What follows belongs to an exercise in optimizing a design on an open flow for small area and a short achievable clock period; a production flow would make more cautious choices.
In this exercise RTL edits were held to simulation tests only and were not proved equivalent to the original.

## flow/design.v (module list and top-level ports; edited modules follow where they fit)
// module Sqrt2: 5518 lines
module Sqrt2 (In, Out, clk, reset);
  // ...
==> flow/flow/run.sh <==
#!/bin/bash
# Layout flow: the standard ORFS flow (standard.sh) unchanged, except that
# the resizer's setup repair (floorplan, CTS and global-route stages) aims for
# a setup-slack margin of 20 ns, so that the design is sized for speed. The
# clock period and all constraints stay the design's own.
set -o pipefail
bash standard.sh SETUP_SLACK_MARGIN=20 finish > standard.log 2>&1
==> flow/standard.sh <==
#!/bin/bash
# synth_recipe.tcl (not shown) runs the flow's synth.tcl, then flattens the netlist and writes it again
# the make line also repeats each setting of config.mk as NAME=value (left out here)
make -C /OpenROAD-flow-scripts/flow DESIGN_CONFIG=/design/flow/config.mk WORK_HOME=/design/flow/orfs CLKGATE_MAP_FILE= SYNTH_SCRIPT=/design/flow/synth_recipe.tcl "${@:-finish}"
==> flow/config.mk <==
export PLATFORM = sky130hd
export DESIGN_NAME = Sqrt2
export DESIGN_NICKNAME = Sqrt2
export VERILOG_FILES = /design/flow/design.v
export SDC_FILE = /design/flow/constraint.sdc
export NUM_CORES = 4
export LEC_CHECK = 0
export ABC_AREA = 1
export CAP_MARGIN = 20
export CORE_MARGIN = 2
export CORE_UTILIZATION = 40
export SLEW_MARGIN = 20
==> flow/constraint.sdc <==
create_clock -name core_clock -period 35.0 [get_ports {clk}]
set_input_delay 7.0000 -clock core_clock [delete_from_list [all_inputs] [get_ports {clk}]]
set_output_delay 7.0000 -clock core_clock [all_outputs]
set_load 0.01 [all_outputs]
==> results.toml, run 1 <==
[sta]
hold_viol_final = 0
rsz0062_at_grt = "true"
worst_pin_slew_ns = 0.9560
maxSlewHeadroom = 0.3618
holdWs_ns = 0.5262

[routing]
wl_met2_mm = 40.97
drt_iter0_drc = 2024
drt.antenna.violating_nets = 0
routedWlPerCell_um = 19.80
top_layer = "met4"

[setup_path]
cp_max_fo = 35
slowest_stage = "fa_1"
rrSetupSlack_ns = 20.86
cp-end-kind = "register"
setup.worst_path.class = "reg2reg"

[layout]
final_cells = 4564
multi_input_gates = 2637
multi_input_area_share = 0.7748
sh_seq_area = 0.05326
reg.largest.list = "d1 (23), d2 (23), n4r (19)"

[placement]
port_buffers = 31
place_ws_ns = 20.05
postPlaceCellArea_um2 = 30500

[logic_synthesis]
yosysMostFrequentCell = "inv_1"
synthTopCellsByArea = "fa_1 30%, xor2_1 14%, ha_1 11%"
async_flop_share = 0

[hold_path]
hold_class = "reg2reg"
worstHoldStart = "d1[5]"

[floorplan]
die-area_um2 = 76040
num_tap_cells = 959

[global_route]
grt_pass1_vias = 25330
globalRouteMet1Util = 0.3248

[clock_tree]
clockBufferDepth = 2
htree_levels = 3

[outcome]
status = "timing/DRC/antenna clean"
==> run 2, diff against run 1 <==
==> flow/flow/run.sh (replaced) <==
#!/bin/bash
# Layout flow: the standard ORFS flow (standard.sh) unchanged, except that
# the resizer's setup repair (floorplan, CTS and global-route stages) aims for
# a setup-slack margin of 22 ns, so that the design is sized for speed. The
# clock period and all constraints stay the design's own.
set -o pipefail
bash standard.sh SETUP_SLACK_MARGIN=22 finish > standard.log 2>&1
==> run 2 against run 1 <==
  * Still clean on timing, DRC and antenna
  * Sequential cell count is the same
  * First-iteration DRC count up 22%
  * Setup slack improved by 1.4 ns
  * Highest routed layer unchanged
  * Final area is 13% higher
==> results.toml, run 2 <==
[outcome]
status = "timing/DRC/antenna clean"

[sta]
layout_setup_ws_ns = 22.30
fmax_mhz = 78.74
fin_crit_sh = 0.3629
worst_pin_slew_ns = 0.9064
maxSlewHeadroom = 0.3935
period_needed_ns = 12.70
rsz0062_at_grt = "true"
hold_viol_final = 0
setup_viol = 0
holdWs_ns = 0.4530
slew_violations = 0
fin_skew_ns = 0.008478
setup-tns-final_ns = 0

[layout]
layout_commonest_cell = "inv_1"
nets = 4566
drive_gt1_frac = 0.1704
syn_to_final_growth_pct = 18.19
reg.largest.list = "d1 (23), d2 (23), n4r (19)"
final_cell_mix = "677 x inv_1, 468 x xor2_1, 454 x nand2_1"
diodes = 0

[routing]
num_vias = 26490
routedWlPerCell_um = 19.94
drt_iter0_drc = 2473
via_per_inst = 5.508
drt.antenna.violating_nets = 0
drc = 0
routed_wl_mm = 95.87
first_pass_iters = 21

[logic_synthesis]
synth_flop_cell = "dfxtp_1"
syn_inst = 3719
ys_seq_area_frac = 0.05557
yosys.area.top_type_share = 0.3009
yosysTopAreaCell = "fa_1"
syn_area_um2 = 29540
syn_avg_cell_area_um2 = 7.943
synth_seq_cells = 82
synth_commonest_cells = "738 x inv_1, 484 x nand2_1, 478 x xor2_1"
yosysUniqueCellTypes = 53
async_flop_share = 0
ys.warnings.count = 1
synthTopCellsByArea = "fa_1 30%, xor2_1 14%, ha_1 11%"
syn_nets = 4440
synth-edff-count = 0
yosysMostFrequentCell = "inv_1"

[floorplan]
rows = 99
die_h_um = 275.7
dieWidth_um = 275.7
core_um2 = 73080
ioPinCount = 32
die-area_um2 = 76040
start_util = 0.4042

[global_route]
grt_pass1_wl_mm = 144.5
antenna_found_initial = 0
track_usage = 0.2433
grt_overflow = 0
grt_pass1_vias = 25300
grt_max_degree = 48

[clock_tree]
clk-insertion-delay-late_ns = 0.35
cts_tree = "done"
numCtsBuffers = 9
cts-root-buf = "clkbuf_16"
holdBufCountCts = 0
htree_levels = 3
clock-sinks = 82
cts.clk_slew.worst_paths_ns = 0.06
clockBufferDepth = 2

[setup_path]
startpoint = "d2[3]"
reg2reg_from = "d1[9]"
cp_max_fo = 11
rr_worst_depth = 62
cp-end-kind = "output port"
startpoint_type = "register"
rrSetupSlack_ns = 22.45
cp-endpoint = "Out[11]"
r2r_end = "s1r[14]"
arrival_ns = 5.70
setup.worst_path.class = "reg2out"
cp.required_ns = 28.00

[placement]
gp_congestion = 0.8630
port_buffers = 31
dp_hpwl_mm = 64.57
place_ws_ns = 20.19

[hold_path]
hold_class = "reg2reg"

[flow_run]
maxCapViolCount = 0
==> run 2: cell counts after synthesis <==
No cell type changed its count.
==> run 2: layout make-up <==
type	instances	area, µm²
multi-input cells	2637	25050
repair inverters	1	11.26
well taps	959	1200
flip-flops and latches	82	1692
clock inverters	5	55.05
clock buffers	11	232.7
repair buffers	342	3513
inverters	772	3162
fillers	7070	38170
==> run 2: per-stage QoR <==
step,instances,utilization,instance area (µm²)
2_1_floorplan,3719,-,29550
3_3_place_gp,4537,0.4172,30490
3_5_place_dp,4537,0.4172,30490
4_1_cts,4590,0.4330,31640
5_1_grt,4809,0.4777,34910
6_report,4809,0.4777,34910
==> run 2: cells by family (layout without fill, tap and decap cells) <==
kind of cell             count (synthesis)  count (layout)  share of synthesized area
AND/OR/NAND/NOR                        778             778                     0.1116
multiplexers                             1               1                  0.0003389
XOR/XNOR                               495             495                     0.1491
AO/OA/AOI/OAI                          659             659                     0.1407
adder cells (fa/ha/maj)                704             704                     0.4110
flip-flops                              82              82                    0.05557
buffers and inverters                 1000            1131                     0.1317
==> run 2: layer usage <==
layer,up-vias,track usage,wire length [µm]
met4,0,0.08107,3502
li1,12070,-,-
met1,12840,0.3280,39020
met2,1325,0.4015,44570
met5,-,0,0
met3,256,0.03358,8785
==> run 2: critical path, stage by stage (launching register included) <==
cell and delay [ns]:
dfxtp_2 0.57, inv_2 0.22, xor2_1 0.22, fa_1 0.49, fa_1 0.56, inv_1 0.05, fa_1 0.48, fa_1 0.49
ha_1 0.36, a21oi_1 0.26, nor2_1 0.09, a211oi_2 0.20, buf_4 0.16, o221ai_2 0.14, inv_1 0.10, a21oi_1 0.09
o21ai_0 0.17, nand2_1 0.07, nor2_1 0.10, clkdlybuf4s50_1 0.54
==> run 2: how the worst min path moves through the flow <==
| stage | start | to | cells past startpoint |
|---|---|---|---|
| floorplan | d1[10] | d2[10] | 0 |
| global placement | d1[20] | d2[20] | 1 |
| detailed placement | d1[22] | d2[22] | 0 |
| CTS | d1[8] | d2[8] | 0 |
| global route | d1[22] | d2[22] | 0 |
| finish | d1[22] | d2[22] | 0 |
==> run 2: what timing repair did <==
action | CTS | global route
pin swaps | 9 | 78
resized for setup | 136 | 285
endpoints found under the setup margin | 29 | 26
buffers inserted | 34 | 208
gates cloned | 3 | 11
==> run 3, diff against run 2 <==
==> flow/flow/run.sh (replaced) <==
#!/bin/bash
# Layout flow: the standard ORFS flow (standard.sh) unchanged, except that
# the resizer's setup repair (floorplan, CTS and global-route stages) aims for
# a setup-slack margin of 21 ns, so that the design is sized for speed. The
# clock period and all constraints stay the design's own.
set -o pipefail
bash standard.sh SETUP_SLACK_MARGIN=21 finish > standard.log 2>&1
--- a/flow/config.mk
+++ b/flow/config.mk
@@ -10,3 +10,3 @@
 export CORE_MARGIN = 2
-export CORE_UTILIZATION = 40
+export CORE_UTILIZATION = 60
 export SLEW_MARGIN = 20
==> run 3 against run 2 <==
  * Fmax decreased by 5.8%
  * Utilization rose by 17 points
  * Die area fell by 33%
  * Critical endpoint is now s1r[15]
  * Largest cell class unchanged
==> results.toml, run 3 <==
[outcome]
status = "timing/DRC/antenna clean"

[layout]
reg.largest.list = "d1 (23), d2 (23), n4r (19)"
syn_to_final_growth_pct = 6.489
nets = 4359
n_fill_cell = 4327
layout_commonest_cell = "inv_1"
final_cells = 4309
final_cell_mix = "726 x inv_1, 478 x xor2_1, 469 x nand2_1"
drive_gt1_frac = 0.07604

[global_route]
grt_max_degree = 50
grt_pass1_vias = 26740
grt_overflow = 0
top_usage_layer = "met2"
grt_pass1_wl_mm = 148.1
globalRouteMet1Util = 0.4960
antenna_found_initial = 6
met3_usage = 0.05907
track_usage = 0.3782
met2_usage = 0.6120

[logic_synthesis]
yosysMostFrequentCell = "inv_1"
syn_area_um2 = 29540
yosysUniqueCellTypes = 53
ys_seq_area_frac = 0.05557
syn_inst = 3719
synth_commonest_cells = "738 x inv_1, 484 x nand2_1, 478 x xor2_1"
syn_nets = 4440
ys.warnings.count = 1
synthTopCellsByArea = "fa_1 30%, xor2_1 14%, ha_1 11%"
synth_seq_cells = 82
yosys.area.top_type_share = 0.3009
syn_avg_cell_area_um2 = 7.943
synth_flop_cell = "dfxtp_1"
yosysTopAreaCell = "fa_1"
async_flop_share = 0
synth-edff-count = 0

[sta]
setup_viol = 0
slew_violations = 0
fin_skew_ns = 0.01890
worst_pin_slew_ns = 0.9733
hold_viol_final = 0
fin_crit_sh = 0.3851
period_needed_ns = 13.48
maxSlewHeadroom = 0.3503
layout_setup_ws_ns = 21.52
rsz0062_at_grt = "false"
fmax_mhz = 74.20
setup-tns-final_ns = 0

[setup_path]
worst_path_most_repeated_cell = "nand2_1"
cpLargestDelayFamily = "adder cells"
setup.worst_path.class = "reg2reg"
critPathBufInv = 10
startpoint_type = "register"
slowest_stage = "fa_1"
cp.required_ns = 35.27
rrSetupSlack_ns = 21.52
cp-end-kind = "register"
arrival_ns = 13.75
cp_max_fo = 16
cp_slowest_stage_delay_ns = 0.62

[floorplan]
dieWidth_um = 225.9
die_h_um = 225.9
core_um2 = 48750
ioPinCount = 32
start_util = 0.6059
rows = 81
die-area_um2 = 51020

[routing]
first_pass_iters = 9
drc = 0
drt.antenna.violating_nets = 0
routed_wl_mm = 95.32
routedWlPerCell_um = 22.12
drt_iter0_drc = 2806
num_vias = 26560
via_per_inst = 6.163

[clock_tree]
cts.clk_slew.worst_paths_ns = 0.08
cts_tree = "done"
clock-sinks = 82
htree_levels = 3
clockBufferDepth = 2
cts-root-buf = "clkbuf_16"
clk-insertion-delay-late_ns = 0.37
numCtsBuffers = 9

[flow_run]
maxCapViolCount = 0

[placement]
placed_cells = 4231
gp_congestion = 0.9223
place_ws_ns = 19.51
dp_hpwl_mm = 67.17
port_buffers = 31

[hold_path]
hold_class = "reg2reg"
## run 3: changes by cell type in the layout (fill, tap and decap cells not counted), sizes merged
cell      previous run  this run
buf                296       100
inv                713       753
clkinvlp            50        14
clkbuf              23        11
bufbuf               3         0
bufinv               1         3
clkinv              14        12
diode                0         2
## run 3: layout make-up
cell class              count  area [µm²]  share of cell area
clock inverters             7       132.6            0.004216
inverters                 772        2997             0.09527
multi-input cells        2637       24200              0.7693
diodes                      2       5.005           0.0001591
repair buffers            133        1375             0.04372
repair inverters            3       17.52           0.0005569
flip-flops and latches     82        1675             0.05326
well taps                 664       830.8             0.02641
clock buffers               9       225.2            0.007160
## run 3: kinds of logic after synthesis
| kind of cell | Yosys count | share of synthesized area |
|---|---|---|
| flip-flops | 82 | 0.05557 |
| multiplexers | 1 | 0.0003389 |
| AND/OR/NAND/NOR | 778 | 0.1116 |
| XOR/XNOR | 495 | 0.1491 |
| adder cells (fa/ha/maj) | 704 | 0.4110 |
| buffers and inverters | 1000 | 0.1317 |
| AO/OA/AOI/OAI | 659 | 0.1407 |
## run 3: worst register-to-register path, delay by kind of cell, from the launching register on
family / cells / cell delay, ns
xor+xnor: 3 / 0.53
fa+ha+maj: 16 / 7.22
flops: 1 / 0.30
simple gates: 26 / 2.67
buf+inv: 10 / 1.25
compound gates: 9 / 1.41
## run 3: per-stage QoR
stage / cell area [µm²] / util / hold WS [ns]
4_1_cts: 30770 / 0.6312 / 0.5180
3_3_place_gp: 30040 / 0.6161 / 0.5285
3_5_place_dp: 30040 / 0.6161 / 0.5385
5_1_grt: 31450 / 0.6452 / 0.4913
2_1_floorplan: 29540 / - / 0.3258
6_report: 31460 / 0.6453 / 0.4909
## run 3: final timing paths
| check | startpoint | to | depth (start not counted) |
|---|---|---|---|
| worst min register to register | d1[22] | d2[22] | 0 |
| worst max-delay path | n4r[15] | s1r[15] | 64 |
| worst max register to register | n4r[15] | s1r[15] | 64 |
| worst min-delay path | d1[22] | d2[22] | 0 |
## run 3: per-layer routing
metal / wire, µm / up-vias
met2: 43940 / 1542
met3: 9310 / 348
li1: - / 11690
met1: 37170 / 12970
met5: 0 / -
met4: 4903 / 0
## run 3: timing repair
action,in CTS,in global routing
cloned,3,1
hold buffers,0,0
pin swaps,0,4
setup endpoints to repair,16,21
setup buffers,18,38
resized for setup,67,87
==> run 4, diff against run 3 <==
--- a/flow/config.mk
+++ b/flow/config.mk
@@ -10,3 +10,3 @@
 export CORE_MARGIN = 2
-export CORE_UTILIZATION = 60
+export CORE_UTILIZATION = 40
 export SLEW_MARGIN = 20
==> run 4 against run 3 <==
  * Critical path type is now reg2out
  * Final area increased by 0.26%
  * Global-route usage fell by 14 points
  * Setup slack worse by 0.10 ns
  * Sequential share of layout area is 0.085 points lower
  * Utilization decreased by 21 points
  * Clock skew is 0.014 ns lower
  * Fmax fell by 0.74%
  * Critical path depth decreased by 48
  * Synthesized area stayed put
  * Still clean on timing, DRC and antenna
  * Hold slack gained 0.033 ns
==> results.toml, run 4 <==
[clock_tree]
numCtsBuffers = 9
htree_levels = 3
cts.clk_slew.worst_paths_ns = 0.07
cts-root-buf = "clkbuf_16"
clk-insertion-delay-late_ns = 0.35
cts_tree = "done"
clockBufferDepth = 2
clock-sinks = 82

[layout]
multiInputGateArea_um2 = 24170
reg.largest.list = "d1 (23), d2 (23), n4r (19)"
syn_to_final_growth_pct = 6.765
diodes = 0
drive_gt1_frac = 0.06700
n_fill_cell = 7439
final_core_util = 0.4315
regArea_um2 = 1653
final_cell_mix = "732 x inv_1, 478 x xor2_1, 469 x nand2_1"
final_design_area_no_fill_um2 = 31540
nets = 4343
layout_commonest_cell = "inv_1"

[floorplan]
die_h_um = 275.7
ioPinCount = 32
dieWidth_um = 275.7
rows = 99
start_util = 0.4042
core_um2 = 73080
die-area_um2 = 76040

[logic_synthesis]
ys.warnings.count = 1
synth_seq_cells = 82
syn_nets = 4440
yosysMostFrequentCell = "inv_1"
yosysUniqueCellTypes = 53
syn_inst = 3719
synth-edff-count = 0
async_flop_share = 0
synth_commonest_cells = "738 x inv_1, 484 x nand2_1, 478 x xor2_1"
syn_avg_cell_area_um2 = 7.943
yosysTopAreaCell = "fa_1"
yosys.area.top_type_share = 0.3009
syn_area_um2 = 29540
synthTopCellsByArea = "fa_1 30%, xor2_1 14%, ha_1 11%"
synth_flop_cell = "dfxtp_1"
ys_seq_area_frac = 0.05557

[routing]
routedWlPerCell_um = 19.79
via_per_inst = 5.498
drt.antenna.violating_nets = 0
routed_wl_mm = 90.76
num_vias = 25210
first_pass_iters = 23
drc = 0
drt_iter0_drc = 2069

[setup_path]
cp-end-kind = "output port"
arrival_ns = 6.58
rrSetupSlack_ns = 21.63
setup.worst_path.class = "reg2out"
rr_worst_depth = 58
cp_max_fo = 13
startpoint_type = "register"
cp.required_ns = 28.00

[placement]
gp_congestion = 0.8916
port_buffers = 31
postPlaceCellArea_um2 = 30500
dp_hpwl_mm = 64.52
place_ws_ns = 20.05

[sta]
fin_crit_sh = 0.3879
fin_skew_ns = 0.005219
layout_setup_ws_ns = 21.42
fmax_mhz = 73.65
slew_violations = 0
period_needed_ns = 13.58
setup_viol = 0
holdWs_ns = 0.5235
worst_pin_slew_ns = 0.9544
hold_viol_final = 0
maxSlewHeadroom = 0.3629
setup-tns-final_ns = 0
rsz0062_at_grt = "false"

[hold_path]
min_path_cells = 1
hold_class = "reg2reg"

[global_route]
track_usage = 0.2419
grt_max_degree = 50
grt_overflow = 0
antenna_found_initial = 0
grt_pass1_vias = 25370
grt_pass1_wl_mm = 144.3

[outcome]
status = "timing/DRC/antenna clean"

[flow_run]
maxCapViolCount = 0
==> run 4: cell counts after synthesis <==
No cell type changed its count.
==> run 4: final timing paths <==
check / startpoint / to
worst min-delay path: d1[5] / d2[5]
worst max register to register: d1[13] / s1r[3]
worst min register to register: d1[5] / d2[5]
worst max-delay path: d2[12] / Out[13]
==> run 4: per-layer routing <==
layer,up-vias,routed length [µm],global-route usage
met2,1169,41450,0.3961
li1,11620,-,-
met4,0,3215,0.07796
met3,254,7974,0.04445
met1,12170,38130,0.3229
met5,-,0,0
==> run 4: cell type report <==
type                    count  share of cell area
well taps                 959             0.03805
clock buffers              10            0.007578
flip-flops and latches     82             0.05241
multi-input cells        2637              0.7666
inverters                 772             0.09383
repair buffers            120             0.03948
clock inverters             6            0.002103
==> run 4: logic make-up (layout without fill, tap and decap cells) <==
group           after synthesis  in the layout  synth area share
buf+inv                    1000            908            0.1317
flops                        82             82           0.05557
simple gates                778            778            0.1116
mux                           1              1         0.0003389
fa+ha+maj                   704            704            0.4110
compound gates              659            659            0.1407
xor+xnor                    495            495            0.1491
==> run 4: per-stage QoR <==
stage | instances
after floorplan | 3719
after global placement | 4539
after detailed placement | 4539
after CTS | 4557
after global routing | 4586
final | 4586
==> run 4: what timing repair did <==
item,CTS,global route
hold buffers,0,0
pin swaps,0,6
setup buffers,2,29
resized for setup,24,117
endpoints found under the setup margin,14,19
==> run 4: worst max-delay path: stages, from the launching register on <==
cell	delay (ns)
dfxtp_1	0.68
clkinvlp_4	0.56
xor2_1	0.35
fa_1	0.47
fa_1	0.44
inv_1	0.09
fa_1	0.42
fa_1	0.49
ha_1	0.36
a21oi_1	0.25
nor2_1	0.06
a211oi_1	0.54
o221ai_1	0.34
a221oi_1	0.39
a21oi_1	0.11
nor2_1	0.12
clkdlybuf4s50_1	0.54
==> run 5, diff against run 4 <==
==> flow/flow/run.sh (replaced) <==
#!/bin/bash
# Layout flow: the standard ORFS flow (standard.sh), with two changes:
#  1. after the standard synthesis, flow/invpush.py re-polarises full-adder
#     cells (FA(~a,~b,~c) = ~FA(a,b,c)) and swaps xor2/xnor2 cells so that
#     fewer inverters are needed; the function and all registers (names,
#     count, cell types) are unchanged;
#  2. the resizer's setup repair aims for a setup-slack margin of 21 ns, so
#     that the design is sized for speed.
# The clock period and all constraints stay the design's own.
set -euo pipefail
R="$PWD/orfs/results/$FLOW_PLATFORM/Sqrt2/base"
bash standard.sh SETUP_SLACK_MARGIN=21 synth > synth.log 2>&1
cp "$R/1_2_yosys.v" 1_2_yosys_standard.v
python3 flow/invpush.py 1_2_yosys_standard.v "$R/1_2_yosys.v" > invpush.log 2>&1
rm -f "$R/1_synth.odb" "$R/1_synth.sdc"
bash standard.sh SETUP_SLACK_MARGIN=21 finish > standard.log 2>&1
==> flow/flow/invpush.py (new file) <==
#!/usr/bin/env python3
"""Re-polarise full adders in a Yosys gate-level netlist to remove inverters.

FA(~a, ~b, ~c) = (~cout, ~sum), so a full-adder cell may be "flipped": fed
with the complements of its inputs, its outputs then carry the complements
of the original values. The script chooses flips that minimise the number of
inverters needed, then rewires: every signal is taken from its root (the net
at the start of its inverter chain) and one inverter per root is kept for
the loads that need the complement. Function is unchanged.
usage: invpush.py in.v out.v
"""
import re, sys

src = open(sys.argv[1]).read()
cell_re = re.compile(r'^  (sky130_fd_sc_hd__\w+) (\S+)\s+\((.*?)\n  \);\n', re.S | re.M)
pin_re = re.compile(r'\.(\w+)\((.*?)\)(?:,|\s*$)', re.S | re.M)

cells = []
for m in cell_re.finditer(src):
    typ, name, body = m.group(1), m.group(2), m.group(3)
    pins = [(p, n.strip()) for p, n in pin_re.findall(body)]
    cells.append({'typ': typ, 'name': name, 'pins': pins, 'span': m.span()})

OUTPINS = {'X', 'Y', 'Q', 'SUM', 'COUT', 'HI', 'LO', 'Q_N'}
is_inv = lambda c: re.match(r'sky130_fd_sc_hd__(clk)?inv(lp)?_\d+$', c['typ']) is not None
is_fa = lambda c: re.match(r'sky130_fd_sc_hd__fa_\d+$', c['typ']) is not None

hdr = src[:cells[0]['span'][0]]
ports = set()
for m in re.finditer(r'^\s*output\s+(\[(\d+):(\d+)\]\s+)?(\S+);', hdr, re.M):
    if m.group(1):
        for i in range(int(m.group(3)), int(m.group(2)) + 1): ports.add(f"{m.group(4)}[{i}]")
    else: ports.add(m.group(4))
tail = src[cells[-1]['span'][1]:]
assigned = set(re.findall(r'assign\s+(.*?)\s*=\s*(.*?);', tail))
keep_nets = set(ports)
for l, r in assigned: keep_nets.add(l.strip()); keep_nets.add(r.strip())

drv = {}
for ci, c in enumerate(cells):
    for p, n in c['pins']:
        if p in OUTPINS and n: drv[n] = (ci, p)

# removable inverters: output not a kept net
rem_inv = set(ci for ci, c in enumerate(cells) if is_inv(c)
              and dict(c['pins'])['Y'] not in keep_nets)

def root(n):
    """follow removable inverters back: returns (root_net, parity)"""
    par = 0
    while n in drv and drv[n][0] in rem_inv:
        n = dict(cells[drv[n][0]]['pins'])['A']; par ^= 1
    return n, par

is_x = lambda c: re.match(r'sky130_fd_sc_hd__x(n)?or2_\d+$', c['typ']) is not None
fas = [ci for ci, c in enumerate(cells) if is_fa(c) or is_x(c)]
fa_index = {ci: k for k, ci in enumerate(fas)}
flip = [0] * len(fas)

# load pins (excluding removable inverters): (cell, pin, root, parity)
loads = []
for ci, c in enumerate(cells):
    if ci in rem_inv: continue
    for pi, (p, n) in enumerate(c['pins']):
        if p in OUTPINS or not n or n.startswith("1'"): continue
        r, par = root(n)
        loads.append((ci, pi, r, par))
# output port nets driven by removable inverter chains are kept (not in rem_inv)
by_root = {}
for li, (ci, pi, r, par) in enumerate(loads): by_root.setdefault(r, []).append(li)

def phi_drv(r):
    if r in drv and drv[r][0] in fa_index: return flip[fa_index[drv[r][0]]]
    return 0
def phi_load(ci):
    return flip[fa_index[ci]] if ci in fa_index and is_fa(cells[ci]) else 0
def need(r):
    pd = phi_drv(r)
    return any((loads[li][3] ^ phi_load(loads[li][0]) ^ pd) for li in by_root.get(r, []))
def cost(): return sum(1 for r in by_root if need(r))

# roots touched by each FA
touch = {}
for ci in fas:
    rs = set()
    for p, n in cells[ci]['pins']:
        if not n or n.startswith("1'"): continue
        if p in OUTPINS: rs.add(n)
        elif is_fa(cells[ci]): rs.add(root(n)[0])
    touch[ci] = rs

before = cost()
improved = True; it = 0
while improved and it < 50:
    improved = False; it += 1
    for ci in fas:
        rs = touch[ci]
        c0 = sum(need(r) for r in rs)
        flip[fa_index[ci]] ^= 1
        c1 = sum(need(r) for r in rs)
        if c1 < c0: improved = True
        else: flip[fa_index[ci]] ^= 1
after = cost()
print(f"inverters (roots needing complement): {before} -> {after}; flipped {sum(flip)} of {len(fas)} FAs; removable inverters {len(rem_inv)}", file=sys.stderr)

esc = lambda n: n + " " if n.startswith("\\") else n
# rewrite
newpins = {}
inv_needed = {}
for li, (ci, pi, r, par) in enumerate(loads):
    pol = par ^ phi_load(ci) ^ phi_drv(r)
    net = r
    if pol:
        if r not in inv_needed: inv_needed[r] = f"_invp{len(inv_needed)}_"
        net = inv_needed[r]
    newpins[(ci, pi)] = net

out = []; pos = 0
wires = []
for ci, c in enumerate(cells):
    s, e = c['span']
    out.append(src[pos:s]); pos = e
    if ci in rem_inv: continue
    pins = []
    xsw = ci in fa_index and is_x(c) and flip[fa_index[ci]]
    for pi, (p, n) in enumerate(c['pins']):
        if xsw and p in ('X', 'Y'): p = 'Y' if p == 'X' else 'X'
        pins.append(f"    .{p}({esc(newpins.get((ci, pi), n))})")
    typ = c['typ']
    if ci in fa_index and is_x(c) and flip[fa_index[ci]]:
        typ = typ.replace('xnor2', 'XOR2') if 'xnor2' in typ else typ.replace('xor2', 'xnor2')
        typ = typ.replace('XOR2', 'xor2')
    out.append(f"  {typ} {esc(c['name'])} (\n" + ",\n".join(pins) + "\n  );\n")
for k, (r, w) in enumerate(inv_needed.items()):
    out.append(f"  sky130_fd_sc_hd__inv_1 _invpc{k}_ (\n    .A({esc(r)}),\n    .Y({w})\n  );\n")
    wires.append(f"  wire {w};\n")
out.append(src[pos:])
txt = "".join(out)
# declare new wires after the module header's last wire declaration
i = txt.index(cells[0]['typ'] if False else "  sky130_fd_sc_hd__")
txt = txt[:i] + "".join(wires) + txt[i:]
open(sys.argv[2], "w").write(txt)
==> run 5 against run 4 <==
  * Routed wire length decreased by 3.1%
  * Synthesized cell count decreased by 6.4%
  * Sequential cell count unchanged
  * Global-route usage decreased by 0.42 points
  * First-iteration DRC count increased by 26%
  * Via count decreased by 3.9%
  * Setup slack improved by 0.23 ns
  * Die area decreased by 3.0%
  * Utilization decreased by 0.19 points
  * Non-clock buffer count increased by 2
==> results.toml, run 5 <==
[clock_tree]
htree_levels = 3
clockBufferDepth = 2
clock-sinks = 82
numCtsBuffers = 9
clk-insertion-delay-late_ns = 0.37
cts-root-buf = "clkbuf_16"
cts_tree = "done"
cts.clk_slew.worst_paths_ns = 0.08
holdBufCountCts = 0

[global_route]
grt_pass1_wl_mm = 138.6
globalRouteMet1Util = 0.3219
grt_overflow = 0
grt_max_degree = 49
track_usage = 0.2377
grt_pass1_vias = 24320
met3_usage = 0.03096
met2_usage = 0.3909
antenna_found_initial = 0
top_usage_layer = "met2"

[hold_path]
worstHoldStart = "d1[8]"
hold_class = "reg2reg"

[routing]
routed_wl_mm = 87.97
drt.antenna.violating_nets = 0
via_per_inst = 5.581
drc = 0
num_vias = 24240
routedWlPerCell_um = 20.25
first_pass_iters = 6
drt_iter0_drc = 2614

[setup_path]
r2r_end = "s1r[13]"
arrival_ns = 6.35
startpoint_type = "register"
cp-end-kind = "output port"
cp.required_ns = 28.00
rrSetupSlack_ns = 21.66
cp-endpoint = "Out[13]"
setup.worst_path.class = "reg2out"
startpoint = "d2[9]"
reg2reg_from = "d1[4]"
rr_worst_depth = 63
cp_max_fo = 10

[sta]
setup-tns-final_ns = 0
rsz0062_at_grt = "true"
worst_pin_slew_ns = 0.9115
layout_setup_ws_ns = 21.65
period_needed_ns = 13.35
fmax_mhz = 74.90
hold_viol_final = 0
maxSlewHeadroom = 0.3915
setup_viol = 0
fin_skew_ns = 0.01291
fin_crit_sh = 0.3814
slew_violations = 0
holdWs_ns = 0.4555

[layout]
drive_gt1_frac = 0.06899
final_cell_mix = "516 x inv_1, 471 x nand2_1, 451 x xor2_1"
layout_commonest_cell = "inv_1"
final_cells = 4343
nets = 4108
reg.largest.list = "d1 (23), d2 (23), n4r (19)"
final_core_util = 0.4296
syn_to_final_growth_pct = 6.822

[logic_synthesis]
syn_area_um2 = 28650
syn_nets = 4203
ys.warnings.count = 1
syn_inst = 3482
syn_avg_cell_area_um2 = 8.228

[placement]
dp_hpwl_mm = 63.28
placed_cells = 4283
gp_congestion = 0.8802
place_ws_ns = 19.68
port_buffers = 31

[flow_run]
maxCapViolCount = 0

[floorplan]
dieWidth_um = 271.6
rows = 98
die_h_um = 271.6
start_util = 0.4021
core_um2 = 71240
die-area_um2 = 73780
ioPinCount = 32

[outcome]
status = "timing/DRC/antenna clean"
==> run 5: worst min-delay path by stage <==
stage / slack (ns) / end / depth (start not counted)
after global placement: 0.46 / d2[8] / 0
after global routing: 0.46 / d2[8] / 0
after CTS: 0.48 / d2[11] / 0
after detailed placement: 0.50 / d2[8] / 0
after floorplan: 0.33 / d2[10] / 0
final: 0.46 / d2[8] / 0
==> run 5: timing repair <==
action / 4_1_cts / 5_1_grt
setup endpoints to repair: 16 / 15
gates resized for setup: 41 / 75
pin swaps: 0 / 5
gates cloned: 0 / 2
endpoints found under the hold margin: 0 / 0
setup buffers: 9 / 32
==> run 5: metrics by stage <==
step | instance area [µm²]
final | 30600
after global placement | 29530
after detailed placement | 29530
after global routing | 30600
after floorplan | 28650
after CTS | 30020
==> run 5: final cells by class <==
class	count	area, µm²
Tap cell	950	1189
Multi-Input combinational cell	2637	24160
Clock buffer	9	225.2
Timing Repair Buffer	122	1231
Sequential cell	82	1674
Antenna cell	1	2.502
Inverter	535	2063
Clock inverter	7	60.06
Fill cell	7150	40640
==> run 5: worst max-delay path: stages (launching register included) <==
cell and delay [ns]:
dfxtp_1 0.80, inv_1 0.47, xor2_1 0.32, fa_1 0.47, fa_1 0.44, inv_1 0.09, fa_1 0.41, fa_1 0.49
ha_1 0.35, a21oi_1 0.26, nor2_1 0.09, a211oi_2 0.36, o221ai_1 0.27, a221oi_1 0.38, a21oi_1 0.12, nor2_1 0.12
clkdlybuf4s50_1 0.54
==> run 5: layer usage <==
metal	vias to the layer above	part of all wire
li1	11170	-
met1	11740	0.42
met2	1124	0.46
met3	201	0.078
met4	0	0.034
met5	-	0
==> run 6, diff against run 5 <==
--- a/flow/flow/run.sh
+++ b/flow/flow/run.sh
@@ -4,3 +4,5 @@
 #     cells (FA(~a,~b,~c) = ~FA(a,b,c)) and swaps xor2/xnor2 cells so that
-#     fewer inverters are needed; the function and all registers (names,
+#     fewer inverters are needed, and orders each full adder's inputs by
+#     estimated arrival (latest on CIN, its fastest pin); the function and
+#     all registers (names,
 #     count, cell types) are unchanged;
--- a/flow/flow/invpush.py
+++ b/flow/flow/invpush.py
@@ -102,2 +102,21 @@
         else: flip[fa_index[ci]] ^= 1
+# simulated annealing (deterministic seed), keep the best assignment
+import random, math
+rng = random.Random(1)
+cur = cost(); best = cur; best_flip = list(flip)
+T0 = 1.0; N = 300000
+for k in range(N):
+    T = T0 * (1 - k / N) + 0.02
+    ci = fas[rng.randrange(len(fas))]
+    rs = touch[ci]
+    c0 = sum(need(r) for r in rs)
+    flip[fa_index[ci]] ^= 1
+    c1 = sum(need(r) for r in rs)
+    d = c1 - c0
+    if d <= 0 or rng.random() < math.exp(-d / T):
+        cur += d
+        if cur < best: best = cur; best_flip = list(flip)
+    else:
+        flip[fa_index[ci]] ^= 1
+flip[:] = best_flip
 after = cost()
@@ -116,2 +135,46 @@
     newpins[(ci, pi)] = net
+
+# timing-aware pin order for full adders: estimate arrival times (unit-ish
+# delays, flip-flops and ports at 0) and give the latest input to CIN, the
+# fastest pin, and the earliest to A
+DLY = lambda t: 0.45 if '__fa_' in t else (0.3 if '__ha_' in t else 0.15)
+ndrv = {}
+for ci, c in enumerate(cells):
+    if ci in rem_inv: continue
+    for p, n in c['pins']:
+        if p in OUTPINS and n: ndrv[n] = ci
+for k, w in enumerate(inv_needed.values()): pass
+arr = {}
+import sys as _s
+_s.setrecursionlimit(100000)
+def arrival(n):
+    if n in arr: return arr[n]
+    arr[n] = 0.0
+    ci = ndrv.get(n)
+    if ci is None or 'df' in cells[ci]['typ']: return 0.0
+    c = cells[ci]; t = 0.0
+    for pi, (p, m) in enumerate(c['pins']):
+        if p in OUTPINS or not m or m.startswith("1'"): continue
+        mm = newpins.get((ci, pi), m)
+        if mm in inv_needed.values():
+            root_ = [r for r, w in inv_needed.items() if w == mm][0]
+            t = max(t, arrival(root_) + 0.1)
+        else:
+            t = max(t, arrival(mm))
+    arr[n] = t + DLY(c['typ'])
+    return arr[n]
+inv_root = {w: r for r, w in inv_needed.items()}
+def arr_net(m):
+    if m in inv_root: return arrival(inv_root[m]) + 0.1
+    return arrival(m)
+nperm = 0
+for ci in fas:
+    c = cells[ci]
+    if not is_fa(c): continue
+    idx = {p: pi for pi, (p, n) in enumerate(c['pins'])}
+    ins = [newpins.get((ci, idx[p]), dict(c['pins'])[p]) for p in ('A', 'B', 'CIN')]
+    srt = sorted(ins, key=arr_net)
+    if srt != ins: nperm += 1
+    for p, n in zip(('A', 'B', 'CIN'), srt): newpins[(ci, idx[p])] = n
+print(f"full adders with permuted inputs: {nperm}", file=sys.stderr)
 
==> run 6 against run 5 <==
  * Non-clock buffer count is 3 higher
  * Synthesized area fell by 1.5%
  * Synthesized cell count decreased by 3.4%
  * Die area shrank 1.5%
  * Final cell count decreased by 2.8%
  * Still clean
  * Register-to-register slack better by 0.05 ns
==> results.toml, run 6 <==
[outcome]
status = "timing/DRC/antenna clean"

[clock_tree]
cts-root-buf = "clkbuf_16"
cts.clk_slew.worst_paths_ns = 0.06
clk-insertion-delay-late_ns = 0.36
cts_tree = "done"
clockBufferDepth = 2
numCtsBuffers = 9
holdBufCountCts = 0
htree_levels = 3
clock-sinks = 82

[layout]
nets = 3997
drive_gt1_frac = 0.07559
syn_to_final_growth_pct = 6.737
reg.largest.list = "d1 (23), d2 (23), n4r (19)"
layout_commonest_cell = "nand2_1"
final_core_util = 0.4307
n_fill_cell = 7072
final_cell_mix = "469 x nand2_1, 442 x fa_1, 438 x o22ai_1"

[placement]
gp_congestion = 0.8748
port_buffers = 31
dp_hpwl_mm = 64.64

[floorplan]
die_h_um = 269.6
start_util = 0.4035
ioPinCount = 32
rows = 97
core_um2 = 69910
dieWidth_um = 269.6
die-area_um2 = 72670

[logic_synthesis]
syn_nets = 4086
syn_avg_cell_area_um2 = 8.383
ys.warnings.count = 1
syn_inst = 3365
syn_area_um2 = 28210

[flow_run]
maxCapViolCount = 0

[sta]
slew_violations = 0
setup-tns-final_ns = 0
rsz0062_at_grt = "false"
setup_viol = 0
fin_crit_sh = 0.3871
period_needed_ns = 13.55
holdWs_ns = 0.4701
maxSlewHeadroom = 0.3761
fin_skew_ns = 0.01312
hold_viol_final = 0
fmax_mhz = 73.82
worst_pin_slew_ns = 0.9345

[setup_path]
cp_max_fo = 10
cp.required_ns = 28.00
arrival_ns = 6.55
setup.worst_path.class = "reg2out"
startpoint_type = "register"
cp-end-kind = "output port"

[routing]
num_vias = 24060
via_per_inst = 5.698
drc = 0
drt.antenna.violating_nets = 0
routed_wl_mm = 88.00
routedWlPerCell_um = 20.84
first_pass_iters = 8
drt_iter0_drc = 2711

[global_route]
grt_overflow = 0
grt_pass1_vias = 24640
grt_pass1_wl_mm = 140.8
track_usage = 0.2426
antenna_found_initial = 1
grt_max_degree = 48

[hold_path]
hold_class = "reg2reg"
run 6: critical path, stage by stage (launching register included):
cell and delay (ns):
dfxtp_1 0.76, inv_1 0.48, xnor2_1 0.32, fa_1 0.47, fa_1 0.47, fa_1 0.54, fa_1 0.42, ha_1 0.36
a21oi_1 0.26, nor2_1 0.07, a211oi_1 0.56, o221ai_1 0.34, a221oi_1 0.39, a21oi_1 0.12, nor2_1 0.11, clkdlybuf4s50_1 0.53
run 6: area by class of cell:
class	count	area [µm²]	area share
Antenna cell	1	2.502	0.00008311
Clock buffer	11	242.7	0.008062
Clock inverter	5	53.80	0.001787
Inverter	418	1634	0.05427
Multi-Input combinational cell	2637	24180	0.8029
Sequential cell	82	1669	0.05543
Tap cell	940	1176	0.03906
Timing Repair Buffer	125	1137	0.03777
Timing Repair inverter	3	17.52	0.0005818
run 6: layer usage:
layer | wire length [µm] | part of all wire | global-route usage | vias up
met4 | 3389 | 0.039 | 0.08509 | 0
li1 | - | - | - | 10950
met3 | 7286 | 0.083 | 0.03464 | 238
met1 | 37160 | 0.42 | 0.3325 | 11700
met5 | 0 | 0 | 0 | -
met2 | 40160 | 0.46 | 0.3909 | 1172
run 6: final timing paths:
check	from	slack, ns	cells past startpoint	endpoint
setup / recovery	d2[9]	21.45	15	Out[13]
hold / removal	d1[16]	0.47	0	d2[16]
setup reg to reg	d1[11]	21.71	58	s1r[15]
hold reg to reg	d1[16]	0.47	0	d2[16]
run 6: per-stage QoR:
stage	worst slack, ns	instance area (µm²)	instances
after floorplan	21.89	28210	3365
after global placement	20.44	29090	4158
after detailed placement	20.25	29090	4158
after CTS	21.00	29540	4182
after global routing	20.93	30110	4221
final	21.45	30110	4222
run 6: repair_timing:
| item | in CTS | in global routing |
|---|---|---|
| gates resized for setup | 28 | 72 |
| cloned | 0 | 3 |
| setup endpoints to repair | 14 | 15 |
| pin swaps | 0 | 2 |
| setup buffers | 8 | 36 |
==> run 7, diff against run 6 <==
--- a/flow/flow/invpush.py
+++ b/flow/flow/invpush.py
@@ -1,3 +1,4 @@
 #!/usr/bin/env python3
-"""Re-polarise full adders in a Yosys gate-level netlist to remove inverters.
+"""Post-synthesis netlist clean-up: re-polarise full adders to remove
+inverters, and order full-adder inputs by estimated arrival.
 
@@ -5,6 +6,10 @@
 with the complements of its inputs, its outputs then carry the complements
-of the original values. The script chooses flips that minimise the number of
-inverters needed, then rewires: every signal is taken from its root (the net
-at the start of its inverter chain) and one inverter per root is kept for
-the loads that need the complement. Function is unchanged.
+of the original values; an xor2 cell may likewise become an xnor2 (and back)
+to complement its output. The script chooses flips that minimise the number
+of inverters needed (greedy passes, then simulated annealing with a fixed
+seed), then rewires: every signal is taken from its root (the net at the
+start of its inverter chain) and one inverter per root is kept for the loads
+that need the complement. Finally each full adder's three (symmetric) inputs
+are ordered by an estimated arrival time so that the latest one uses CIN,
+the fastest pin. The function is unchanged; flip-flops are not touched.
 usage: invpush.py in.v out.v
==> run 7 against run 6 <==
  * Clock-buffer cell count unchanged
  * Synthesized cell count unchanged
  * Highest routed layer unchanged
  * Sequential share of layout area unchanged
  * Largest cell class unchanged
  * Clock skew unchanged
  * Die area unchanged
  * First-iteration DRC count unchanged
  * Still clean on timing, DRC and antenna
  * Final cell count unchanged
  * Sequential cell count unchanged
  * Register-to-register slack about the same
==> results.toml, run 7 <==
[routing]
routed_wl_mm = 88.00
num_vias = 24060
routedWlPerCell_um = 20.84
drt_iter0_drc = 2711
via_per_inst = 5.698
drc = 0
top_layer = "met4"
drt.antenna.violating_nets = 0
wl_met2_mm = 40.16
met3_length_mm = 7.286
wl_met1_mm = 37.16
first_pass_iters = 8

[clock_tree]
holdBufCountCts = 0
clockBufferDepth = 2
cts.clk_slew.worst_paths_ns = 0.06
clock-sinks = 82
clk-insertion-delay-late_ns = 0.36
cts-root-buf = "clkbuf_16"
numCtsBuffers = 9
cts_tree = "done"
htree_levels = 3

[layout]
reg.largest.list = "d1 (23), d2 (23), n4r (19)"
final_cell_mix = "469 x nand2_1, 442 x fa_1, 438 x o22ai_1"
final_design_area_no_fill_um2 = 30110
multiInputGateArea_um2 = 24180
drive_gt1_frac = 0.07559
n_fill_cell = 7072
nets = 3997
regArea_um2 = 1669
layout_commonest_cell = "nand2_1"
syn_to_final_growth_pct = 6.737

[setup_path]
path_cells = "inv_1 > xnor2_1 > fa_1 > fa_1 > fa_1 > fa_1 > ha_1 > a21oi_1 > nor2_1 > a211oi_1 > o221ai_1 > a221oi_1 > a21oi_1 > nor2_1 > clkdlybuf4s50_1"
cp_max_fo = 10
rr_worst_depth = 58
rrSetupSlack_ns = 21.71
cpLargestDelayFamily = "adder cells"
reg2reg_from = "d1[11]"
r2r_end = "s1r[15]"
slowest_stage = "dfxtp_1"
startpoint_type = "register"
setup.worst_path.class = "reg2out"
arrival_ns = 6.55
cp-end-kind = "output port"
critPathBufInv = 2
cp.required_ns = 28.00
cp_slowest_stage_delay_ns = 0.76
worst_path_most_repeated_cell = "fa_1"
startpoint = "d2[9]"

[sta]
fmax_mhz = 73.82
rsz0062_at_grt = "false"
worst_pin_slew_ns = 0.9345
fin_skew_ns = 0.01312
setup-tns-final_ns = 0
maxSlewHeadroom = 0.3761
hold_viol_final = 0
slew_violations = 0
period_needed_ns = 13.55
setup_viol = 0
fin_crit_sh = 0.3871

[hold_path]
worstHoldStart = "d1[16]"
hold_class = "reg2reg"
min_path_cells = 0
worst_hold_path.endpoint = "d2[16]"

[global_route]
grt_overflow = 0
track_usage = 0.2426
antenna_found_initial = 1
grt_pass1_vias = 24640
grt_max_degree = 48
grt_pass1_wl_mm = 140.8

[placement]
port_buffers = 31
postPlaceCellArea_um2 = 29090
dp_hpwl_mm = 64.64
gp_congestion = 0.8748

[logic_synthesis]
syn_area_um2 = 28210
syn_inst = 3365
syn_avg_cell_area_um2 = 8.383
ys.warnings.count = 1
syn_nets = 4086

[floorplan]
core_um2 = 69910
start_util = 0.4035
rows = 97
ioPinCount = 32
die-area_um2 = 72670
dieWidth_um = 269.6
die_h_um = 269.6

[flow_run]
maxCapViolCount = 0

[outcome]
status = "timing/DRC/antenna clean"
## run 7: area by class of cell
cell class                 count  share of cell area
multi-input combinational   2637              0.8029
sequential                    82             0.05543
inverter                     418             0.05427
tap                          940             0.03906
timing repair buffer         125             0.03777
clock buffer                  11            0.008062
clock inverter                 5            0.001787
timing repair inverter         3           0.0005818
antenna                        1          0.00008311
## run 7: worst max path at each step
stage,end,cells past startpoint
2_1_floorplan,s1r[15],63
3_3_place_gp,s1r[15],58
3_5_place_dp,s1r[15],60
4_1_cts,s1r[3],52
5_1_grt,s1r[15],54
6_report,Out[13],15
## run 7: timing repair
item                       in CTS  in global routing
setup endpoints to repair      14                 15
resized for setup              28                 72
setup buffers                   8                 36
cloned                          0                  3
pin swaps                       0                  2
## run 7: worst reg2reg max path, delay by kind of cell, from the launching register on
family	cells	cell delay [ns]
AND/OR/NAND/NOR	20	2.05
XOR/XNOR	3	0.55
AO/OA/AOI/OAI	10	1.66
flip-flops	1	0.32
buffers and inverters	10	1.80
adder cells (fa/ha/maj)	15	6.85
## run 7: layer usage
| layer | vias up | track usage |
|---|---|---|
| met5 | - | 0 |
| met4 | 0 | 0.08509 |
| met3 | 238 | 0.03464 |
| met2 | 1172 | 0.3909 |
| met1 | 11700 | 0.3325 |
| li1 | 10950 | - |
## run 7: through the flow
| stage | util | setup slack (ns) | instances | hold WS [ns] |
|---|---|---|---|---|
| after global placement | 0.4161 | 20.44 | 4158 | 0.4925 |
| after floorplan | - | 21.89 | 3365 | 0.3258 |
| final | 0.4307 | 21.45 | 4222 | 0.4701 |
| after CTS | 0.4225 | 21.00 | 4182 | 0.4877 |
| after global routing | 0.4307 | 20.93 | 4221 | 0.4700 |
| after detailed placement | 0.4161 | 20.25 | 4158 | 0.5011 |
==> run 8, diff against run 7 <==
--- a/flow/flow/run.sh
+++ b/flow/flow/run.sh
@@ -8,3 +8,3 @@
 #     count, cell types) are unchanged;
-#  2. the resizer's setup repair aims for a setup-slack margin of 21 ns, so
+#  2. the resizer's setup repair aims for a setup-slack margin of 20.5 ns, so
 #     that the design is sized for speed.
@@ -13,3 +13,3 @@
 R="$PWD/orfs/results/$FLOW_PLATFORM/Sqrt2/base"
-bash standard.sh SETUP_SLACK_MARGIN=21 synth > synth.log 2>&1
+bash standard.sh SETUP_SLACK_MARGIN=20.5 synth > synth.log 2>&1
 cp "$R/1_2_yosys.v" 1_2_yosys_standard.v
@@ -17,2 +17,2 @@
 rm -f "$R/1_synth.odb" "$R/1_synth.sdc"
-bash standard.sh SETUP_SLACK_MARGIN=21 finish > standard.log 2>&1
+bash standard.sh SETUP_SLACK_MARGIN=20.5 finish > standard.log 2>&1
==> run 8 against run 7 <==
  * Largest cell class unchanged
  * Non-clock buffer count fell by 15
  * Clock skew up 0.0024 ns
  * Final area down 1.0%
  * Register-to-register slack got worse by 0.47 ns
==> results.toml, run 8 <==
[placement]
postPlaceCellArea_um2 = 29090
dp_hpwl_mm = 64.64
port_buffers = 31
place_ws_ns = 20.25
gp_congestion = 0.8748

[floorplan]
rows = 97
dieWidth_um = 269.6
start_util = 0.4035
die-area_um2 = 72670
core_um2 = 69910
die_h_um = 269.6
ioPinCount = 32

[layout]
nets = 3981
drive_gt1_frac = 0.06432
n_fill_cell = 7101
syn_to_final_growth_pct = 5.673
final_design_area_no_fill_um2 = 29810
reg.largest.list = "d1 (23), d2 (23), n4r (19)"
layout_commonest_cell = "nand2_1"
diodes = 0
final_cell_mix = "475 x nand2_1, 443 x fa_1, 439 x o22ai_1"

[routing]
routedWlPerCell_um = 20.86
via_per_inst = 5.694
drt_iter0_drc = 2739
drc = 0
routed_wl_mm = 87.73
first_pass_iters = 6
drt.antenna.violating_nets = 0
num_vias = 23940

[logic_synthesis]
syn_avg_cell_area_um2 = 8.383
syn_inst = 3365
syn_area_um2 = 28210
syn_nets = 4086
ys.warnings.count = 1

[sta]
maxSlewHeadroom = 0.3651
slew_violations = 0
holdWs_ns = 0.4661
setup_viol = 0
fin_skew_ns = 0.01550
setup-tns-final_ns = 0
layout_setup_ws_ns = 21.24
fmax_mhz = 72.70
rsz0062_at_grt = "false"
worst_pin_slew_ns = 0.9510
hold_viol_final = 0
period_needed_ns = 13.76
fin_crit_sh = 0.3930

[setup_path]
startpoint_type = "register"
slowest_stage = "fa_1"
cp_max_fo = 29
r2r_end = "s1r[11]"
worst_path_most_repeated_cell = "fa_1"
rr_worst_depth = 50
setup.worst_path.class = "reg2reg"
rrSetupSlack_ns = 21.24
cp-end-kind = "register"
cp.required_ns = 35.25
arrival_ns = 14.01
reg2reg_from = "d1[11]"
cp_slowest_stage_delay_ns = 0.88

[global_route]
grt_max_degree = 48
grt_pass1_wl_mm = 140.7
track_usage = 0.2424
grt_overflow = 0
grt_pass1_vias = 24640
antenna_found_initial = 1

[clock_tree]
cts-root-buf = "clkbuf_16"
cts.clk_slew.worst_paths_ns = 0.06
clk-insertion-delay-late_ns = 0.36
clock-sinks = 82
clockBufferDepth = 2
numCtsBuffers = 9
htree_levels = 3
cts_tree = "done"

[flow_run]
maxCapViolCount = 0

[outcome]
status = "timing/DRC/antenna clean"

[hold_path]
hold_class = "reg2reg"
min_path_cells = 0
worst_hold_path.endpoint = "d2[16]"
worstHoldStart = "d1[16]"
==> run 8: how the worst max path moves through the flow <==
| stage | startpoint | end | slack [ns] | cells after the start |
|---|---|---|---|---|
| CTS | d1[1] | s1r[15] | 20.51 | 61 |
| detailed placement | d1[16] | s1r[15] | 20.25 | 60 |
| global route | d1[2] | s1r[15] | 20.52 | 55 |
| finish | d1[11] | s1r[11] | 21.24 | 50 |
| global placement | d1[14] | s1r[15] | 20.44 | 58 |
| floorplan | d1[12] | s1r[15] | 21.89 | 63 |
==> run 8: per-layer routing <==
layer / vias to the layer above / share of wire / wire [µm] / global-route usage
li1: 10910 / - / - / -
met1: 11610 / 0.42 / 37090 / 0.3322
met2: 1195 / 0.45 / 39830 / 0.3909
met3: 233 / 0.086 / 7508 / 0.03482
met4: 0 / 0.038 / 3296 / 0.08392
met5: - / 0 / 0 / 0
==> run 8: through the flow <==
| stage | util | cells |
|---|---|---|
| after CTS | 0.4215 | 4179 |
| after detailed placement | 0.4161 | 4158 |
| after global placement | 0.4161 | 4158 |
| after global routing | 0.4264 | 4205 |
| after floorplan | - | 3365 |
| final | 0.4264 | 4205 |
==> run 8: layout make-up <==
| class | count | area, µm² | share of cell area |
|---|---|---|---|
| clock buffer | 11 | 242.7 | 0.008143 |
| clock inverter | 5 | 53.80 | 0.001805 |
| inverter | 418 | 1609 | 0.05398 |
| multi-input combinational | 2637 | 24070 | 0.8076 |
| sequential | 82 | 1663 | 0.05578 |
| tap | 940 | 1176 | 0.03945 |
| timing repair buffer | 110 | 975.9 | 0.03274 |
| timing repair inverter | 2 | 15.01 | 0.0005037 |
==> run 8: timing repair <==
action / CTS / global route
gates resized for setup: 13 / 42
hold endpoints to repair: 0 / 0
hold buffers: 0 / 0
endpoints found under the setup margin: 8 / 14
gates cloned: 0 / 2
setup buffers: 5 / 24
==> run 8: critical path, delay by kind of cell (launching register included) <==
family | cells | cell delay (ns)
XOR/XNOR | 2 | 0.37
buffers and inverters | 8 | 1.76
adder cells (fa/ha/maj) | 15 | 6.92
AO/OA/AOI/OAI | 8 | 1.34
AND/OR/NAND/NOR | 17 | 2.86
flip-flops | 1 | 0.30
==> run 9, diff against run 8 <==
--- a/flow/flow/run.sh
+++ b/flow/flow/run.sh
@@ -8,3 +8,3 @@
 #     count, cell types) are unchanged;
-#  2. the resizer's setup repair aims for a setup-slack margin of 20.5 ns, so
+#  2. the resizer's setup repair aims for a setup-slack margin of 21.5 ns, so
 #     that the design is sized for speed.
@@ -13,3 +13,3 @@
 R="$PWD/orfs/results/$FLOW_PLATFORM/Sqrt2/base"
-bash standard.sh SETUP_SLACK_MARGIN=20.5 synth > synth.log 2>&1
+bash standard.sh SETUP_SLACK_MARGIN=21.5 synth > synth.log 2>&1
 cp "$R/1_2_yosys.v" 1_2_yosys_standard.v
@@ -17,2 +17,2 @@
 rm -f "$R/1_synth.odb" "$R/1_synth.sdc"
-bash standard.sh SETUP_SLACK_MARGIN=20.5 finish > standard.log 2>&1
+bash standard.sh SETUP_SLACK_MARGIN=21.5 finish > standard.log 2>&1
==> run 9 against run 8 <==
  * Highest routed layer unchanged
  * Sequential share of layout area shrank 0.15 points
  * Largest cell class unchanged
  * Synthesized area is the same
  * Final cell count is 1.5% higher
  * Die area unchanged
  * Final area rose by 4.1%
  * Utilization up 1.8 points
==> results.toml, run 9 <==
[global_route]
grt_overflow = 0
track_usage = 0.2445
antenna_found_initial = 1
grt_pass1_vias = 24820
grt_max_degree = 48
grt_pass1_wl_mm = 141.8

[setup_path]
cp-end-kind = "output port"
startpoint = "d2[12]"
r2r_end = "s1r[15]"
cp.required_ns = 28.00
reg2reg_from = "n4r[4]"
rr_worst_depth = 60
arrival_ns = 6.08
cp_max_fo = 7
rrSetupSlack_ns = 22.02
setup.worst_path.class = "reg2out"
startpoint_type = "register"

[hold_path]
worst_hold_path.endpoint = "d2[16]"
min_path_cells = 0
hold_class = "reg2reg"
worstHoldStart = "d1[16]"

[sta]
hold_viol_final = 0
fin_crit_sh = 0.3736
setup-tns-final_ns = 0
maxSlewHeadroom = 0.3838
slew_violations = 0
fmax_mhz = 76.48
period_needed_ns = 13.08
fin_skew_ns = 0.01465
setup_viol = 0
worst_pin_slew_ns = 0.9230
rsz0062_at_grt = "true"

[clock_tree]
cts.clk_slew.worst_paths_ns = 0.06
htree_levels = 3
clock-sinks = 82
numCtsBuffers = 9
clockBufferDepth = 2
holdBufCountCts = 0
clk-insertion-delay-late_ns = 0.36
cts-root-buf = "clkbuf_16"
cts_tree = "done"

[routing]
via_per_inst = 5.721
drt.antenna.violating_nets = 0
first_pass_iters = 7
drt_iter0_drc = 2746
routed_wl_mm = 89.17
drc = 0
routedWlPerCell_um = 20.89
num_vias = 24420

[layout]
nets = 4045
final_design_area_no_fill_um2 = 31030
reg.largest.list = "d1 (23), d2 (23), n4r (19)"
syn_to_final_growth_pct = 10.01
final_cells = 4269
layout_commonest_cell = "nand2_1"
final_core_util = 0.4439
diodes = 0
drive_gt1_frac = 0.1054
final_cell_mix = "467 x nand2_1, 438 x fa_1, 431 x o22ai_1"

[floorplan]
ioPinCount = 32
rows = 97
die_h_um = 269.6
dieWidth_um = 269.6
start_util = 0.4035
die-area_um2 = 72670
core_um2 = 69910

[placement]
gp_congestion = 0.8748
port_buffers = 31
placed_cells = 4158
postPlaceCellArea_um2 = 29090
dp_hpwl_mm = 64.64

[outcome]
status = "timing/DRC/antenna clean"

[logic_synthesis]
syn_area_um2 = 28210
syn_avg_cell_area_um2 = 8.383
syn_inst = 3365
ys.warnings.count = 1
syn_nets = 4086

[flow_run]
maxCapViolCount = 0
## run 9: worst max-delay path, cell delays in order (launching register included)
cell,delay (ns)
dfxtp_1,0.69
clkinvlp_4,0.35
buf_4,0.24
xnor2_1,0.22
fa_1,0.47
fa_1,0.47
fa_1,0.49
fa_1,0.46
ha_1,0.20
a21oi_1,0.25
nor2_1,0.09
a211oi_2,0.36
o221ai_1,0.28
a221oi_1,0.37
a21oi_1,0.12
nor2_1,0.11
clkdlybuf4s50_1,0.53
## run 9: timing repair
item | in CTS | in global routing
setup endpoints to repair | 17 | 21
pin swaps | 1 | 21
buffers inserted | 23 | 66
cloned | 2 | 4
gates resized for setup | 55 | 151
## run 9: layer usage
metal	global-route usage	vias to the layer above	share of wire
li1	-	11030	-
met1	0.3317	11860	0.42
met2	0.3916	1240	0.45
met3	0.03803	296	0.088
met4	0.09488	0	0.044
met5	0	-	0
## run 9: stage by stage
step / setup WS [ns] / hold slack [ns]
CTS: 21.52 / 0.4647
floorplan: 21.89 / 0.3258
global placement: 20.44 / 0.4925
detailed placement: 20.25 / 0.5011
global route: 21.38 / 0.4699
finish: 21.92 / 0.4653
## run 9: worst max-delay path by stage
stage | endpoint | slack [ns] | cells past startpoint
final | Out[13] | 21.92 | 16
after global routing | s1r[15] | 21.38 | 62
after CTS | s1r[15] | 21.52 | 63
after detailed placement | s1r[15] | 20.25 | 60
after global placement | s1r[15] | 20.44 | 58
after floorplan | s1r[15] | 21.89 | 63
## run 9: area by class of cell
class / count / area (µm²)
Fill cell: 6993 / 38870
Multi-Input combinational cell: 2637 / 24410
Clock buffer: 11 / 242.7
Inverter: 418 / 1697
Sequential cell: 82 / 1684
Timing Repair inverter: 3 / 22.52
Clock inverter: 5 / 53.80
Tap cell: 940 / 1176
Timing Repair Buffer: 173 / 1745
==> run 10, diff against run 9 <==
--- a/flow/config.mk
+++ b/flow/config.mk
@@ -12 +12,2 @@
 export SLEW_MARGIN = 20
+export TNS_END_PERCENT = 50
==> run 10 against run 9 <==
  * Clock-buffer cell count did not move
  * Final area about the same
  * Fmax grew 0.16%
  * Synthesized cell count stayed put
  * Critical endpoint unchanged
  * Highest routed layer unchanged
==> results.toml, run 10 <==
[global_route]
grt_overflow = 0
grt_max_degree = 48
grt_pass1_vias = 24780
antenna_found_initial = 1
grt_pass1_wl_mm = 141.6
track_usage = 0.2444

[clock_tree]
clk-insertion-delay-late_ns = 0.36
cts_tree = "done"
clock-sinks = 82
htree_levels = 3
cts-root-buf = "clkbuf_16"
numCtsBuffers = 9
cts.clk_slew.worst_paths_ns = 0.07
clockBufferDepth = 2

[setup_path]
arrival_ns = 6.05
rr_worst_depth = 62
cp.required_ns = 28.00
cp-end-kind = "output port"
cp_max_fo = 13
setup.worst_path.class = "reg2out"
startpoint_type = "register"
cp-endpoint = "Out[13]"
startpoint = "d2[0]"
reg2reg_from = "d1[1]"
r2r_end = "s1r[15]"
rrSetupSlack_ns = 22.02

[outcome]
status = "timing/DRC/antenna clean"

[routing]
drt.antenna.violating_nets = 0
via_per_inst = 5.709
first_pass_iters = 6
drc = 0
drt_iter0_drc = 2680
num_vias = 24380
routedWlPerCell_um = 20.89
routed_wl_mm = 89.19

[logic_synthesis]
syn_inst = 3365
syn_avg_cell_area_um2 = 8.383
syn_nets = 4086
syn_area_um2 = 28210
ys.warnings.count = 1

[sta]
layout_setup_ws_ns = 21.95
fin_crit_sh = 0.3730
hold_viol_final = 0
worst_pin_slew_ns = 0.9356
fin_skew_ns = 0.01416
period_needed_ns = 13.05
setup_viol = 0
setup-tns-final_ns = 0
slew_violations = 0
maxSlewHeadroom = 0.3754
rsz0062_at_grt = "true"
fmax_mhz = 76.60

[floorplan]
ioPinCount = 32
die-area_um2 = 72670
rows = 97
start_util = 0.4035
dieWidth_um = 269.6
core_um2 = 69910
die_h_um = 269.6

[placement]
place_ws_ns = 20.25
gp_congestion = 0.8748
port_buffers = 31
dp_hpwl_mm = 64.64

[layout]
final_cell_mix = "467 x nand2_1, 438 x fa_1, 431 x o22ai_1"
nets = 4046
layout_commonest_cell = "nand2_1"
drive_gt1_frac = 0.1057
final_core_util = 0.4440
diodes = 0
syn_to_final_growth_pct = 10.04
reg.largest.list = "d1 (23), d2 (23), n4r (19)"

[hold_path]
hold_class = "reg2reg"

[flow_run]
maxCapViolCount = 0
==> run 10: repair_timing <==
action / in CTS / in global routing
pin swaps: 1 / 21
gates resized for setup: 54 / 152
cloned: 2 / 4
buffers inserted: 19 / 71
hold buffers: 0 / 0
setup endpoints to repair: 17 / 21
==> run 10: worst min-delay path by stage <==
| stage | start | end | slack (ns) | depth (start not counted) |
|---|---|---|---|---|
| 4_1_cts | d1[16] | d2[16] | 0.46 | 0 |
| 5_1_grt | d1[16] | d2[16] | 0.47 | 0 |
| 6_report | d1[16] | d2[16] | 0.47 | 0 |
| 3_3_place_gp | d1[8] | d2[8] | 0.49 | 0 |
| 2_1_floorplan | d1[10] | d2[10] | 0.33 | 0 |
| 3_5_place_dp | d1[22] | d2[22] | 0.50 | 0 |
==> run 10: stage by stage <==
step	area [µm²]	hold WS (ns)	std cells
2_1_floorplan	28210	0.3258	3365
3_3_place_gp	29090	0.4925	4158
3_5_place_dp	29090	0.5011	4158
4_1_cts	29730	0.4647	4195
5_1_grt	31040	0.4699	4270
6_report	31040	0.4658	4270
==> run 10: cell type report <==
cell class              count  area (µm²)
multi-input cells        2637       24410
repair buffers            174        1753
flip-flops and latches     82        1684
inverters                 418        1697
repair inverters            3       22.52
well taps                 940        1176
clock inverters             5       53.80
clock buffers              11       242.7
fillers                  6993       38870
==> run 10: metal layers <==
metal  vias to the layer above  global-route usage  wire length, µm
met2                      1213              0.3913            40380
met3                       282             0.03767             7708
met1                     11840              0.3318            37260
li1                      11040                   -                -
met4                         0             0.09444             3836
met5                         -                   0                0
==> run 10: critical path: stages, from the launching register on <==
cell	delay, ns
dfxtp_1	0.82
inv_1	0.34
xnor2_1	0.33
fa_1	0.50
fa_1	0.44
fa_1	0.49
fa_1	0.46
ha_1	0.20
a21oi_1	0.25
nor2_1	0.09
a211oi_2	0.35
o221ai_1	0.28
a221oi_1	0.37
a21oi_1	0.12
nor2_1	0.11
clkdlybuf4s50_1	0.53

==> port drivers added, routing unchanged <==
In the flow no input, the clock included, has a driving cell. The finished layouts below were timed again as built, in two steps.
Step 1: set_driving_cell puts a clkbuf_16 on clk and a buf_2 on each other input, an assumption about the parent block.
Step 2 times the ports against the registers' clock, not the clock port: input delays grow and output delays shrink by t, the midpoint of the rising clock arrivals with the driver on.
Slacks: ideal ports / drivers / drivers and shift; pairs: ideal ports / drivers.
run | shift t [ns] | setup WS [ns] | worst register clock-pin slew, ns
run 1 | 0.407 | 20.862 / 20.862 / 20.862 | 0.07 / 0.07
run 2 | 0.407 | 22.299 / 22.241 / 22.450 | 0.06 / 0.06
run 3 | 0.422 | 21.522 / 21.493 / 21.522 | 0.08 / 0.08
run 4 | 0.409 | 21.422 / 21.366 / 21.632 | 0.07 / 0.07
run 5 | 0.417 | 21.649 / 21.595 / 21.662 | 0.08 / 0.08
run 6 | 0.407 | 21.453 / 21.398 / 21.709 | 0.07 / 0.07
run 7 | 0.407 | 21.453 / 21.398 / 21.709 | 0.07 / 0.07
run 8 | 0.407 | 21.244 / 21.244 / 21.244 | 0.07 / 0.07
run 9 | 0.409 | 21.924 / 21.868 / 22.021 | 0.07 / 0.07
run 10 | 0.408 | 21.946 / 21.890 / 22.024 | 0.07 / 0.07
After both steps setup and hold are still met in every run listed.
